What follows belongs to an exercise in optimizing a design on an open flow for small area and a short achievable clock period; a production flow would make more cautious choices. The clock port is modelled as an ideal driver, which makes a skipped or thinned clock tree look cheaper than it is; a real chip needs a root buffer or a tree.

Setup of the reference run:
==> flow/design.v <==
module frac_digits(input [11:0] c, output [3:0] d5, d4, d3, d2, d1, d0);
    wire [14:0] t1 = c * 3'd5;           
    wire [10:0] x1 = t1[10:0];
    wire [13:0] t2 = x1 * 3'd5;
    wire [9:0]  x2 = t2[9:0];
    wire [12:0] t3 = x2 * 3'd5;
    wire [8:0]  x3 = t3[8:0];
    wire [11:0] t4 = x3 * 3'd5;
    wire [7:0]  x4 = t4[7:0];
    wire [10:0] t5 = x4 * 3'd5;
    wire [6:0]  x5 = t5[6:0];
    wire [9:0]  t6 = x5 * 3'd5;
    assign d5 = t1[14:11];
    assign d4 = t2[13:10];
    assign d3 = t3[12:9];
    assign d2 = t4[11:8];
    assign d1 = t5[10:7];
    assign d0 = t6[9:6];
endmodule
module adc_display(
    input         clk,
    input         ready,
    input  [15:0] data,
    output [15:0] LED,
    output [3:0]  dig0,
    output [3:0]  dig1,
    output [3:0]  dig2,
    output [3:0]  dig3,
    output [3:0]  dig4,
    output [3:0]  dig5,
    output [3:0]  dig6
);
    reg [11:0] code;
    reg [3:0]  level;
    always @(posedge clk) begin
        code <= data[15:4];
        if (ready) level <= data[15:12];
    end
    genvar i;
    generate
        for (i = 0; i < 16; i = i + 1) begin : bar
            assign LED[i] = (level >= i);
        end
    endgenerate
    wire full = (code >= 12'd4093);
    wire [3:0] d5, d4, d3, d2, d1, d0;
    frac_digits conv(.c(code), .d5(d5), .d4(d4), .d3(d3), .d2(d2), .d1(d1), .d0(d0));
    assign dig0 = full ? 4'd0 : d0;
    assign dig1 = full ? 4'd0 : d1;
    assign dig2 = full ? 4'd0 : d2;
    assign dig3 = full ? 4'd0 : d3;
    assign dig4 = full ? 4'd0 : d4;
    assign dig5 = full ? 4'd0 : d5;
    assign dig6 = {3'b000, full};
endmodule
==> flow/config.mk <==
export PLATFORM = sky130hd
export DESIGN_NAME = adc_display
export DESIGN_NICKNAME = adc_display
export VERILOG_FILES = /design/flow/design.v
export SDC_FILE = /design/flow/constraint.sdc
export NUM_CORES = 4
export LEC_CHECK = 0
export CAP_MARGIN = 20
export CORE_MARGIN = 2
export CORE_UTILIZATION = 40
export SLEW_MARGIN = 20
==> flow/constraint.sdc <==
create_clock -name core_clock -period 25.0 [get_ports {clk}]
set_input_delay 5.0000 -clock core_clock [delete_from_list [all_inputs] [get_ports {clk}]]
set_output_delay 5.0000 -clock core_clock [all_outputs]
set_load 0.01 [all_outputs]
run.sh (not shown) runs the stock make flow with config.mk's settings and CLKGATE_MAP_FILE= SYNTH_SCRIPT=/design/flow/synth_recipe.tcl, a recipe that flattens the netlist after the stock synthesis.
## Diff of input files: the trial run against the reference run
==> flow/design.v <==
module frac_digits_hi(input [11:0] c, output [3:0] d5, d4, d3, output [8:0] x3);
    wire [14:0] t1 = {c, 2'b00} + c;
    wire [10:0] x1 = t1[10:0];
    wire [13:0] t2 = {x1, 2'b00} + x1;
    wire [9:0]  x2 = t2[9:0];
    wire [12:0] t3 = {x2, 2'b00} + x2;
    assign x3 = t3[8:0];
    assign d5 = t1[14:11];
    assign d4 = t2[13:10];
    assign d3 = t3[12:9];
endmodule
module frac_digits_lo(input [8:0] x3, output [3:0] d2, d1, d0);
    wire [11:0] t4 = {x3, 2'b00} + x3;
    wire [7:0]  x4 = t4[7:0];
    wire [10:0] t5 = {x4, 2'b00} + x4;
    wire [6:0]  x5 = t5[6:0];
    wire [9:0]  t6 = {x5, 2'b00} + x5;
    assign d2 = t4[11:8];
    assign d1 = t5[10:7];
    assign d0 = t6[9:6];
endmodule
module adc_display(
    input         clk,
    input         ready,
    input  [15:0] data,
    output [15:0] LED,
    output [3:0]  dig0,
    output [3:0]  dig1,
    output [3:0]  dig2,
    output [3:0]  dig3,
    output [3:0]  dig4,
    output [3:0]  dig5,
    output [3:0]  dig6
);
    wire [11:0] c = data[15:4];
    wire full = (c >= 12'd4093);
    wire [3:0] d5, d4, d3;
    wire [8:0] x3;
    frac_digits_hi conv_hi(.c(c), .d5(d5), .d4(d4), .d3(d3), .x3(x3));
    reg        full_q;
    reg [3:0]  d5_q, d4_q, d3_q;
    reg [8:0]  x3_q;
    reg [3:0]  level;
    always @(posedge clk) begin
        full_q <= full;
        d5_q   <= full ? 4'd0 : d5;
        d4_q   <= full ? 4'd0 : d4;
        d3_q   <= full ? 4'd0 : d3;
        x3_q   <= full ? 9'd0 : x3;
        if (ready) level <= data[15:12];
    end
    genvar i;
    generate
        for (i = 0; i < 16; i = i + 1) begin : bar
            assign LED[i] = (level >= i);
        end
    endgenerate
    wire [3:0] d2, d1, d0;
    frac_digits_lo conv_lo(.x3(x3_q), .d2(d2), .d1(d1), .d0(d0));
    assign dig0 = d0;
    assign dig1 = d1;
    assign dig2 = d2;
    assign dig3 = d3_q;
    assign dig4 = d4_q;
    assign dig5 = d5_q;
    assign dig6 = {3'b000, full_q};
endmodule
==> comparison <==
- The trial run ended up with a higher relative area of clock buffers and inverters in the final design than the reference run did.
- Class of the most critical setup path: register to output port -> the reference run, primary input to register -> the trial run
- The trial run against the reference run: I/O pin count held steady; met2 usage moved down; design area shrank by about 5.6%; pin count of the biggest net entering global routing moved up; sequential share of the synthesized area moved up.
- Summary — total number of multi-input combinational cells, the trial run relative to the reference run: lower, by about 12%.
- Sequential cell area (the trial run over the reference run): increase, 200 um^2
No run of this note included a check of the RTL's function; only the layout flow was run.

## before
adc_display, a different RTL version from the one above (not shown whole).
Size in the first run: ~130 cells after synthesis, roughly 23 flip-flops, roughly 62 I/O pins, about 0.0017 mm2 of cells after synthesis.
Design adc_display, start of the top module:
module adc_display(
    input         clk,
    input         ready,
    input  [15:0] data,
    output [15:0] LED,
    output [3:0]  dig0,
    output [3:0]  dig1,
    output [3:0]  dig2,
    output [3:0]  dig3,
    output [3:0]  dig4,
    output [3:0]  dig5,
    output [3:0]  dig6
);
    wire       full;
    wire [3:0] d5, d4;
    wire [9:0] x2;
    frac_digits_hi conv_hi(.c(data[15:4]), .full(full), .d5(d5), .d4(d4), .x2(x2));
    reg        full_q;
    reg [3:0]  d5_q, d4_q;
    reg [9:0]  x2_q;
    reg [3:0]  level;
    always @(posedge clk) begin
        full_q <= full;
        d5_q   <= d5;
        d4_q   <= d4;
        x2_q   <= x2;
        if (ready) level <= data[15:12];
    end
    led_bar bar(.level(level), .LED(LED));
    frac_digits_lo conv_lo(.x2(x2_q), .d3(dig3), .d2(dig2), .d1(dig1), .d0(dig0));
    assign dig4 = d4_q;
    assign dig5 = d5_q;
    assign dig6 = {3'b000, full_q};
endmodule
==> module times_five_last, before the edit <==
module times_five_last #(parameter M = 7, parameter L = 4)
        (input [M-1:0] x, input cin, output [3:0] d);
    wire [M+2:M-1] t;
    wire [M:L]     cy;           
    assign cy[L] = cin;
    genvar j;
    generate
        for (j = L; j < M-1; j = j + 1) begin : add
            carry3 ca(.a(x[j]), .b(x[j-2]), .ci(cy[j]), .co(cy[j+1]));
        end
    endgenerate
    full_add fa(.a(x[M-1]), .b(x[M-3]), .ci(cy[M-1]), .s(t[M-1]), .co(cy[M]));
    wire cm1;
    half_add top0(.a(x[M-2]), .b(cy[M]), .s(t[M]),   .co(cm1));
    half_add top1(.a(x[M-1]), .b(cm1),   .s(t[M+1]), .co(t[M+2]));
    assign d = t[M+2:M-1];
endmodule
==> module frac_digits_lo, before the edit <==
module frac_digits_lo(input [9:0] x2, output [3:0] d3, d2, d1, d0);
    wire [8:0] x3;
    wire [7:0] x4;
    wire [6:0] x5;
    wire       c3_3, c4_3, c6_4;
    assign x3[1:0] = x2[1:0];
    half_add h3(.a(x2[2]), .b(x2[0]), .s(x3[2]), .co(c3_3));
    times_five_hi #(10, 3) s3(.x(x2), .cin(c3_3), .s(x3[8:3]), .d(d3));
    assign x4[2:0] = x2[2:0];
    assign c4_3 = x3[2] & x3[0];
    times_five_hi #(9, 3) s4(.x(x3), .cin(c4_3), .s(x4[7:3]), .d(d2));
    assign x5[2:0] = x3[2:0];
    times_five_hi #(8, 3) s5(.x(x4), .cin(c3_3), .s(x5[6:3]), .d(d1));
    times_five_last #(7, 3) s6(.x(x5), .cin(c4_3), .d(d0));
endmodule
clock: 25.0 ns
lec_check: 0
cap_margin: 20
core_margin: 2
core_utilization: 40
slew_margin: 20
synth_hierarchical: 1
standard.sh (not shown) runs the stock make flow with config.mk's settings and CLKGATE_MAP_FILE= SYNTH_SCRIPT=/design/flow/synth_recipe.tcl, a recipe that flattens the netlist after the stock synthesis.
==> flow/flow/run.sh <==
#!/bin/bash
# The standard layout, with three changes to how it is built:
# - the port buffers are the smallest plain buffer (buf_1) instead of the delay
#   buffer that buffer_ports picks on its own;
# - clock tree synthesis inserts no dummy load cells;
# - after clock tree synthesis, one root buffer drives every flip-flop
#   (flow/cts_hook.tcl), in place of a root and two leaf buffers.
set -euo pipefail
export BUFFER_PORTS_ARGS="-buffer_cell sky130_fd_sc_hd__buf_1"
export CTS_ARGS="-sink_clustering_enable -repair_clock_nets -dont_use_dummy_load"
export POST_CTS_TCL="$(pwd)/flow/cts_hook.tcl"
export CLOCK_ROOT_CELL=sky130_fd_sc_hd__clkbuf_16
bash standard.sh finish > standard.log 2>&1
==> flow/flow/cts_hook.tcl <==
# After clock tree synthesis: the design has few flip-flops, so drive all of
# them from the root clock buffer (upsized so their clock slew stays low) and
# remove the leaf buffers of the tree.
set block [ord::get_db_block]
set root [$block findInst clkbuf_0_clk]
set rootnet [[$root findITerm X] getNet]
foreach it [$rootnet getITerms] {
  set inst [$it getInst]
  if {$inst eq $root} { continue }
  if {![string match "*clkbuf*" [[$inst getMaster] getName]]} { continue }
  set leafnet [[$inst findITerm X] getNet]
  foreach sink [$leafnet getITerms] {
    if {[$sink getInst] eq $inst} { continue }
    $sink disconnect
    $sink connect $rootnet
  }
  puts "clock hook: removed [$inst getName]"
  odb::dbInst_destroy $inst
  odb::dbNet_destroy $leafnet
}
$root swapMaster [[ord::get_db] findMaster $::env(CLOCK_ROOT_CELL)]
puts "clock hook: root [$root getName] is [[$root getMaster] getName], driving [llength [$rootnet getITerms]] pins"
detailed_placement
estimate_parasitics -placement
report_clock_skew
> inputs changed (before -> after)
diff --git a/flow/design.v b/flow/design.v
--- a/flow/design.v
+++ b/flow/design.v
@@ -25,29 +25,12 @@
     endgenerate
     wire cm1;
     half_add top0(.a(x[M-2]), .b(cy[M]), .s(t[M]),   .co(cm1));
     half_add top1(.a(x[M-1]), .b(cm1),   .s(t[M+1]), .co(t[M+2]));
     assign d = t[M+2:M-1];
     assign s = t[M-2:L];
-endmodule
-module times_five_last #(parameter M = 7, parameter L = 4)
-        (input [M-1:0] x, input cin, output [3:0] d);
-    wire [M+2:M-1] t;
-    wire [M:L]     cy;           
-    assign cy[L] = cin;
-    genvar j;
-    generate
-        for (j = L; j < M-1; j = j + 1) begin : add
-            carry3 ca(.a(x[j]), .b(x[j-2]), .ci(cy[j]), .co(cy[j+1]));
-        end
-    endgenerate
-    full_add fa(.a(x[M-1]), .b(x[M-3]), .ci(cy[M-1]), .s(t[M-1]), .co(cy[M]));
-    wire cm1;
-    half_add top0(.a(x[M-2]), .b(cy[M]), .s(t[M]),   .co(cm1));
-    half_add top1(.a(x[M-1]), .b(cm1),   .s(t[M+1]), .co(t[M+2]));
-    assign d = t[M+2:M-1];
 endmodule
 module frac_digits_hi(input [11:0] c, output full, output [3:0] d5, d4, output [9:0] x2);
     wire [10:0] x1;
     wire [9:0]  y2;
     wire [3:0]  e5, e4;
     wire        c1_3, c2_3;
@@ -74,22 +57,25 @@
     endgenerate
 endmodule
 module frac_digits_lo(input [9:0] x2, output [3:0] d3, d2, d1, d0);
     wire [8:0] x3;
     wire [7:0] x4;
     wire [6:0] x5;
+    wire [5:0] x6;
     wire       c3_3, c4_3, c6_4;
     assign x3[1:0] = x2[1:0];
     half_add h3(.a(x2[2]), .b(x2[0]), .s(x3[2]), .co(c3_3));
     times_five_hi #(10, 3) s3(.x(x2), .cin(c3_3), .s(x3[8:3]), .d(d3));
     assign x4[2:0] = x2[2:0];
     assign c4_3 = x3[2] & x3[0];
     times_five_hi #(9, 3) s4(.x(x3), .cin(c4_3), .s(x4[7:3]), .d(d2));
     assign x5[2:0] = x3[2:0];
     times_five_hi #(8, 3) s5(.x(x4), .cin(c3_3), .s(x5[6:3]), .d(d1));
-    times_five_last #(7, 3) s6(.x(x5), .cin(c4_3), .d(d0));
+    assign x6[3:0] = x2[3:0];
+    carry3 k6(.a(x5[3]), .b(x5[1]), .ci(c4_3), .co(c6_4));
+    times_five_hi #(7, 4) s6(.x(x5), .cin(c6_4), .s(x6[5:4]), .d(d0));
 endmodule
 module led_bar(input [3:0] level, output [15:0] LED);
     genvar i;
     generate
         for (i = 0; i < 16; i = i + 1) begin : bar
             assign LED[i] = (level >= i);
## What came out
The area overhead of the layout relative to synthesis of before and that of after are within noise of each other. Of before and after, before shows the lower die span in y, with after above it. | setup slack | higher: before |. Delay of the slowest cell on the worst path delta for after relative to before: 20 ps higher. Max freq before -> after: degraded. Between before and after, the difference in area share of buffers outside the clock network is negligible. Vias after detailed routing delta (after -> before): insignificant.
No functional check of the RTL was part of any run of this note.

## afterwards: timing with drivers on the ports
The flow's constraints put no driver on any port. The routed layouts listed below were extracted and timed again, unchanged, in two steps.
Step 1 (the two cells are an assumption about what drives the block):
set clk [get_ports {clk}]
set_driving_cell -lib_cell sky130_fd_sc_hd__clkbuf_16 $clk
set_driving_cell -lib_cell sky130_fd_sc_hd__buf_2 [delete_from_list [all_inputs] $clk]
Step 2 times the ports against the registers' clock, not the clock port: input delays grow and output delays shrink by t, the midpoint of the rising clock arrivals with the driver on.
Slacks: ideal / step 1 / step 2; pairs: ideal / step 1.
run | t, ns | slack for setup (ns) | worst register clock-pin slew, ns | cell pins on the clock port's net
the reference run | 0.261 | 12.545 / 12.526 / 12.787 | 0.06 / 0.06 | 1
the trial run | 0.287 | 15.947 / 15.948 / 15.661 | 0.09 / 0.09 | 1
before | 0.174 | 15.303 / 15.276 / 15.308 | 0.08 / 0.08 | 1
after | 0.178 | 15.250 / 15.220 / 15.328 | 0.09 / 0.09 | 1
After both steps every run listed still meets setup and hold. For the trial run, which loses most, drivers alone change the setup slack by +0.001 ns; drivers and shift together by -0.286 ns.
